This is an optimization exercise on Yosys and OpenROAD, whose aim is small area, a short achievable clock period and few clock cycles, not a production implementation.
At most, simulation tests tie the RTL to the original design; equivalence was not proved.

Setup of the reference run:
// fft8_top
module fft8_top #(
parameter N= 8,
parameter WIDTH= 12,
parameter FRACTION = 8
)(
input  wire clk,
input  wire rst,
input  wire start,
input  wire load,
input  wire [$clog2(N)-1:0] load_addr,
input  wire signed [WIDTH-1:0] data_in_re,
input  wire signed [WIDTH-1:0] data_in_im,
input  wire [$clog2(N)-1:0] out_addr,
output reg  done,
output reg  signed [WIDTH-1:0] data_out_re,
output reg  signed [WIDTH-1:0] data_out_im
);
reg fresh;    
reg ph1;      
always @(posedge clk or posedge rst) begin
    if (rst) begin
        done  <= 1'b0;
        ph1   <= 1'b0;
        fresh <= 1'b1;
    end else begin
        ph1  <= start;
        done <= ph1;
        if (start) fresh <= 1'b1;
        else if (load) fresh <= 1'b0;
    end
end
wire [2:0]  e   = load_addr;
wire        clr = load & fresh;
wire [11:0] xr  = data_in_re & {12{load}};
wire [11:0] xi  = data_in_im & {12{load}};
wire [11:0] ar_ = e[2] ? xi : xr, ai_ = e[2] ? xr : xi;
wire [11:0] br_ = e[1] ? xi : xr, bi_ = e[1] ? xr : xi;
wire [11:0] blr = br_ & {12{~e[2]}}, bli = bi_ & {12{~e[2]}};
wire [11:0] bhr = br_ & {12{e[2]}},  bhi = bi_ & {12{e[2]}};
wire n4   = load & e[2];
  ...
For scale: ~2100 cells after synthesis, roughly 210 flip-flops, ~59 I/O pins, roughly 0.021 mm^2 of cells after synthesis.
clock: 15.0 ns
lec_check: 0
cap_margin: 20
core_margin: 2
core_utilization: 40
slew_margin: 20
synth_hierarchical: 1
synth_minimum_keep_size: 0
standard.sh (not shown) runs the stock make flow with config.mk's settings and CLKGATE_MAP_FILE= SYNTH_SCRIPT=/design/flow/synth_recipe.tcl, a recipe that flattens the netlist after the stock synthesis.
==> flow/flow/run.sh <==
#!/bin/bash
# Standard layout (the standard.sh: standard synthesis, floorplan, place,
# CTS, route, finish), with the timing repair asked to leave 7.75 ns of setup
# slack at the design's clock period.  The constraints are unchanged.
set -euo pipefail
bash standard.sh SETUP_SLACK_MARGIN=7.75 finish > standard_flow.log 2>&1
Testbench counts of the reference run, summed over its fixed seeds: cycles 5,760.
Inputs modified between the reference run and the trial run:
diff --git a/flow/design.v b/flow/design.v
--- a/flow/design.v
+++ b/flow/design.v
@@ -474,41 +474,36 @@
 wire CDb_s296, CDb_c296; fa1 F296 (.a(ui[11]), .b(Dn0[11]), .c(Dn1[11]), .s(CDb_s296), .co(CDb_c296));
 wire [11:0] Das = {CDa_s295, CDa_s293, CDa_s291, CDa_s289, CDa_s287, CDa_s285, CDa_s283, CDa_s281, CDa_s279, CDa_s277, CDa_s275, CDa_s273};
 wire [11:0] Dac = {CDa_c293, CDa_c291, CDa_c289, CDa_c287, CDa_c285, CDa_c283, CDa_c281, CDa_c279, CDa_c277, CDa_c275, CDa_c273, adjD};
 wire [11:0] Dbs = {CDb_s296, CDb_s294, CDb_s292, CDb_s290, CDb_s288, CDb_s286, CDb_s284, CDb_s282, CDb_s280, CDb_s278, CDb_s276, CDb_s274};
 wire [11:0] Dbc = {CDb_c294, CDb_c292, CDb_c290, CDb_c288, CDb_c286, CDb_c284, CDb_c282, CDb_c280, CDb_c278, CDb_c276, CDb_c274, ~adjD};
 wire [11:0] tai = Das + Dac + Dc8;
 wire [11:0] tbi = Dbs + Dbc + !Dc8;
 always @(posedge clk) begin
     pend <= npend;
     acc[0] <= nxt[0]; acc[1] <= nxt[1]; acc[2] <= nxt[2]; acc[3] <= nxt[3];
     acc[4] <= nxt[4]; acc[5] <= nxt[5]; acc[6] <= nxt[6]; acc[7] <= nxt[7];
-    if (start) begin
-        acc[12] <= tar;     acc[13] <= tai;
-        acc[14] <= tbr;     acc[15] <= tbi;
+    if (start | ph1) begin
         acc[8]  <= nxt[13]; acc[9]  <= nxt[12];
         acc[10] <= nxt[15]; acc[11] <= nxt[14];
-    end else if (ph1) begin
-        acc[8]  <= tbi;     acc[9]  <= tbr;
-        acc[10] <= tai;     acc[11] <= tar;
-        acc[12] <= nxt[12]; acc[13] <= nxt[13];
-        acc[14] <= nxt[14]; acc[15] <= nxt[15];
+        acc[12] <= tai;     acc[13] <= tar;
+        acc[14] <= tbi;     acc[15] <= tbr;
     end else begin
         acc[8]  <= nxt[8];  acc[9]  <= nxt[9];
         acc[10] <= nxt[10]; acc[11] <= nxt[11];
         acc[12] <= nxt[12]; acc[13] <= nxt[13];
         acc[14] <= nxt[14]; acc[15] <= nxt[15];
     end
 end
 always @(*) begin
     case (out_addr)
         3'd0: begin data_out_re = acc[0];  data_out_im = acc[1];  end
-        3'd1: begin data_out_re = acc[12]; data_out_im = acc[13]; end
+        3'd1: begin data_out_re = acc[8];  data_out_im = acc[9];  end
         3'd2: begin data_out_re = acc[2];  data_out_im = acc[3];  end
-        3'd3: begin data_out_re = acc[8];  data_out_im = acc[9];  end
+        3'd3: begin data_out_re = acc[14]; data_out_im = acc[15]; end
         3'd4: begin data_out_re = acc[4];  data_out_im = acc[5];  end
-        3'd5: begin data_out_re = acc[14]; data_out_im = acc[15]; end
+        3'd5: begin data_out_re = acc[10]; data_out_im = acc[11]; end
         3'd6: begin data_out_re = acc[6];  data_out_im = acc[7];  end
-        default: begin data_out_re = acc[10]; data_out_im = acc[11]; end
+        default: begin data_out_re = acc[12]; data_out_im = acc[13]; end
     endcase
 end
 endmodule
### Flow results
Synthesized cell count ends up lower on the reference run. Looking at number of cell instances on the worst register-to-register path, the trial run sits 6 higher than the reference run does. The reference run was smaller in final cell area than the trial run. Per the comparison of the trial run with the reference run, max-slew headroom at the worst pin went up, post-route met1 wirelength went up, detailed placement HPWL went up.
Testbench counts of the trial run, summed over its fixed seeds: cycles 5,760.

* * *

== oak ==
fft8_top, a different RTL version from the one above (not shown whole).
Size: roughly 2,400 cells after synthesis, ~210 flip-flops, roughly 59 I/O pins, about 0.021 sq mm of cells after synthesis.
Settings: LEC_CHECK=0, ABC_AREA=1, CAP_MARGIN=20, CORE_MARGIN=2, CORE_UTILIZATION=35, SLEW_MARGIN=20, SYNTH_HIERARCHICAL=1, SYNTH_MINIMUM_KEEP_SIZE=0; clock period 15.0 ns.
Scripts as last shown in full above: flow/flow/run.sh
> inputs changed (oak -> pine)
--- a/flow/design.v
+++ b/flow/design.v
@@ -1,32 +1,14 @@
 module fa1 (input wire a, input wire b, input wire c, output wire s, output wire co);
     assign s  = a ^ b ^ c;
     assign co = (a & b) | (c & (a ^ b));
 endmodule
-module omux8 (input wire d0, input wire d1, input wire d2, input wire d3,
-              input wire d4, input wire d5, input wire d6, input wire d7,
-              input wire [2:0] s, output wire y);
-    reg r;
-    always @(*) begin
-        case (s)
-            3'd0: r = d0;
-            3'd1: r = d1;
-            3'd2: r = d2;
-            3'd3: r = d3;
-            3'd4: r = d4;
-            3'd5: r = d5;
-            3'd6: r = d6;
-            default: r = d7;
-        endcase
-    end
-    assign y = r;
-endmodule
 module ha1 (input wire a, input wire b, output wire s, output wire co);
     assign s  = a ^ b;
     assign co = a & b;
 endmodule
 module fft8_top #(
 parameter N= 8,
 parameter WIDTH= 12,
 parameter FRACTION = 8
 )(
 input  wire clk,
@@ -567,20 +549,23 @@
         pend[15:12] <= npend[15:12];
     end
 end
 wire [11:0] rw [12:15];
 genvar gk;
 generate for (gk = 12; gk < 16; gk = gk + 1) begin : rs
     wire [5:0] c = {pend[gk] & (&acc[gk][10:6]), pend[gk] & (&acc[gk][9:6]), pend[gk] & (&acc[gk][8:6]),
                     pend[gk] & (&acc[gk][7:6]), pend[gk] & acc[gk][6], pend[gk]};
     assign rw[gk] = {acc[gk][11:6] ^ c, acc[gk][5:0]};
 end endgenerate
-wire [11:0] ore, oim;
-omux8 OR_ [11:0] (.d0(acc[0]), .d1(acc[8]),  .d2(acc[2]), .d3(rw[14]),
-                  .d4(acc[4]), .d5(acc[10]), .d6(acc[6]), .d7(rw[12]), .s(out_addr), .y(ore));
-omux8 OI_ [11:0] (.d0(acc[1]), .d1(acc[9]),  .d2(acc[3]), .d3(rw[15]),
-                  .d4(acc[5]), .d5(acc[11]), .d6(acc[7]), .d7(rw[13]), .s(out_addr), .y(oim));
 always @(*) begin
-    data_out_re = ore;
-    data_out_im = oim;
+    case (out_addr)
+        3'd0: begin data_out_re = acc[0];  data_out_im = acc[1];  end
+        3'd1: begin data_out_re = acc[8];  data_out_im = acc[9];  end
+        3'd2: begin data_out_re = acc[2];  data_out_im = acc[3];  end
+        3'd3: begin data_out_re = rw[14];  data_out_im = rw[15];  end
+        3'd4: begin data_out_re = acc[4];  data_out_im = acc[5];  end
+        3'd5: begin data_out_re = acc[10]; data_out_im = acc[11]; end
+        3'd6: begin data_out_re = acc[6];  data_out_im = acc[7];  end
+        default: begin data_out_re = rw[12];  data_out_im = rw[13];  end
+    endcase
 end
 endmodule
### Flow results
- oak finished every stage and its layout cleared the timing, design-rule and antenna checks.
- pine finished every stage and its layout cleared the timing, design-rule and antenna checks.
- [compare] base=oak new=pine: clock buffer count shrank by 2.7%; synthesized area went down; layout-stage area growth over the synthesis result now larger; floorplan core area shows a reduction of about 3%; fraction of cell area in non-clock buffers +0.58 points.
- pine vs oak, startpoint of the most critical setup path: out_addr[1] vs out_addr[0]
- Per the comparison of pine with oak, post-route minimum period now larger.
No run of this note included a check of the RTL's function; only the layout flow was run.

* * *

fft8_top with an RTL version that a note above also has.
For scale: ~2600 cells after synthesis, roughly 0.021 sq mm of cells after synthesis.
==> flow/config.mk <==
export PLATFORM = sky130hd
export DESIGN_NAME = fft8_top
export DESIGN_NICKNAME = fft8_top
export VERILOG_FILES = /design/flow/design.v
export SDC_FILE = /design/flow/constraint.sdc
export NUM_CORES = 4
export LEC_CHECK = 0
export ABC_AREA = 1
export CAP_MARGIN = 20
export CORE_MARGIN = 2
export CORE_UTILIZATION = 40
export SLEW_MARGIN = 20
export SYNTH_HIERARCHICAL = 1
export SYNTH_MINIMUM_KEEP_SIZE = 0
==> flow/constraint.sdc <==
create_clock -name core_clock -period 15.0 [get_ports {clk}]
set_input_delay 3.0000 -clock core_clock [delete_from_list [all_inputs] [get_ports {clk}]]
set_output_delay 3.0000 -clock core_clock [all_outputs]
set_load 0.01 [all_outputs]
Scripts as last shown in full above: flow/flow/run.sh
Testbench counts at the start, summed over its fixed seeds: cycles 5,760.
Change:
--- a/flow/design.v
+++ b/flow/design.v
@@ -477,33 +477,38 @@
 wire [11:0] Dbs = {CDb_s296, CDb_s294, CDb_s292, CDb_s290, CDb_s288, CDb_s286, CDb_s284, CDb_s282, CDb_s280, CDb_s278, CDb_s276, CDb_s274};
 wire [11:0] Dbc = {CDb_c294, CDb_c292, CDb_c290, CDb_c288, CDb_c286, CDb_c284, CDb_c282, CDb_c280, CDb_c278, CDb_c276, CDb_c274, ~adjD};
 wire [11:0] tai = Das + Dac + Dc8;
 wire [11:0] tbi = Dbs + Dbc + !Dc8;
 always @(posedge clk) begin
     pend <= npend;
     acc[0] <= nxt[0]; acc[1] <= nxt[1]; acc[2] <= nxt[2]; acc[3] <= nxt[3];
     acc[4] <= nxt[4]; acc[5] <= nxt[5]; acc[6] <= nxt[6]; acc[7] <= nxt[7];
-    if (start | ph1) begin
+    if (start) begin
+        acc[12] <= tar;     acc[13] <= tai;
+        acc[14] <= tbr;     acc[15] <= tbi;
         acc[8]  <= nxt[13]; acc[9]  <= nxt[12];
         acc[10] <= nxt[15]; acc[11] <= nxt[14];
-        acc[12] <= tai;     acc[13] <= tar;
-        acc[14] <= tbi;     acc[15] <= tbr;
+    end else if (ph1) begin
+        acc[8]  <= tbi;     acc[9]  <= tbr;
+        acc[10] <= tai;     acc[11] <= tar;
+        acc[12] <= nxt[12]; acc[13] <= nxt[13];
+        acc[14] <= nxt[14]; acc[15] <= nxt[15];
     end else begin
         acc[8]  <= nxt[8];  acc[9]  <= nxt[9];
         acc[10] <= nxt[10]; acc[11] <= nxt[11];
         acc[12] <= nxt[12]; acc[13] <= nxt[13];
         acc[14] <= nxt[14]; acc[15] <= nxt[15];
     end
 end
 always @(*) begin
     case (out_addr)
         3'd0: begin data_out_re = acc[0];  data_out_im = acc[1];  end
-        3'd1: begin data_out_re = acc[8];  data_out_im = acc[9];  end
+        3'd1: begin data_out_re = acc[12]; data_out_im = acc[13]; end
         3'd2: begin data_out_re = acc[2];  data_out_im = acc[3];  end
-        3'd3: begin data_out_re = acc[14]; data_out_im = acc[15]; end
+        3'd3: begin data_out_re = acc[8];  data_out_im = acc[9];  end
         3'd4: begin data_out_re = acc[4];  data_out_im = acc[5];  end
-        3'd5: begin data_out_re = acc[10]; data_out_im = acc[11]; end
+        3'd5: begin data_out_re = acc[14]; data_out_im = acc[15]; end
         3'd6: begin data_out_re = acc[6];  data_out_im = acc[7];  end
-        default: begin data_out_re = acc[12]; data_out_im = acc[13]; end
+        default: begin data_out_re = acc[10]; data_out_im = acc[11]; end
     endcase
 end
 endmodule
After rerunning: The new run ran to the end with no violations; flip-flop and latch count stays the same; register-to-register slack degrades by 0.26 ns; synthesized cell count came out higher by 5.6%; cell area rose by 1.4%; die area rose by 3.1%; worst setup slack gains 0.047 ns; clock-buffer cell count is higher by 2; non-clock buffer count goes down by 11.
Testbench counts after the change, summed over its fixed seeds: cycles 5,760.

-- what the ideal ports hide --
In the flow no input, the clock included, has a driving cell. The finished layouts below were timed again as built, in two steps.
Step 1 assumes that a clkbuf_16 drives the clock port and a buf_2 every other input.
Step 2 adds t to the input delays and takes it off the output delays; t is the mean of the earliest and latest rising clock arrival at the registers after step 1. Input paths then give back, and output paths get back, about the clock's delay inside the block.
Three values: no drivers, after step 1, after step 2; two values: the first two.
run	t, ns	slack for setup (ns)	hold slack, ns	worst setup path after step 2	worst register clock-pin slew, ns
the reference run	0.605	7.750 / 7.622 / 7.349	0.433 / 0.433 / 0.433	input to register	0.07 / 0.07
the trial run	0.625	7.684 / 7.619 / 7.283	0.605 / 0.605 / 0.605	input to register	0.06 / 0.06
oak	0.597	7.703 / 7.579 / 7.282	0.486 / 0.486 / 0.486	input to register	0.06 / 0.06
pine	0.589	7.670 / 7.610 / 7.257	0.474 / 0.474 / 0.474	input to register	0.07 / 0.07
the first run of note 3	0.625	7.678 / 7.587 / 7.230	0.468 / 0.468 / 0.468	input to register	0.07 / 0.07
the second run of note 3	0.599	7.726 / 7.683 / 7.315	0.485 / 0.485 / 0.485	input to register	0.07 / 0.07
After both steps every run listed still meets setup and hold. The setup slack of the first run of note 3, which loses most, moves by -0.091 ns with the drivers and by -0.448 ns with both steps.
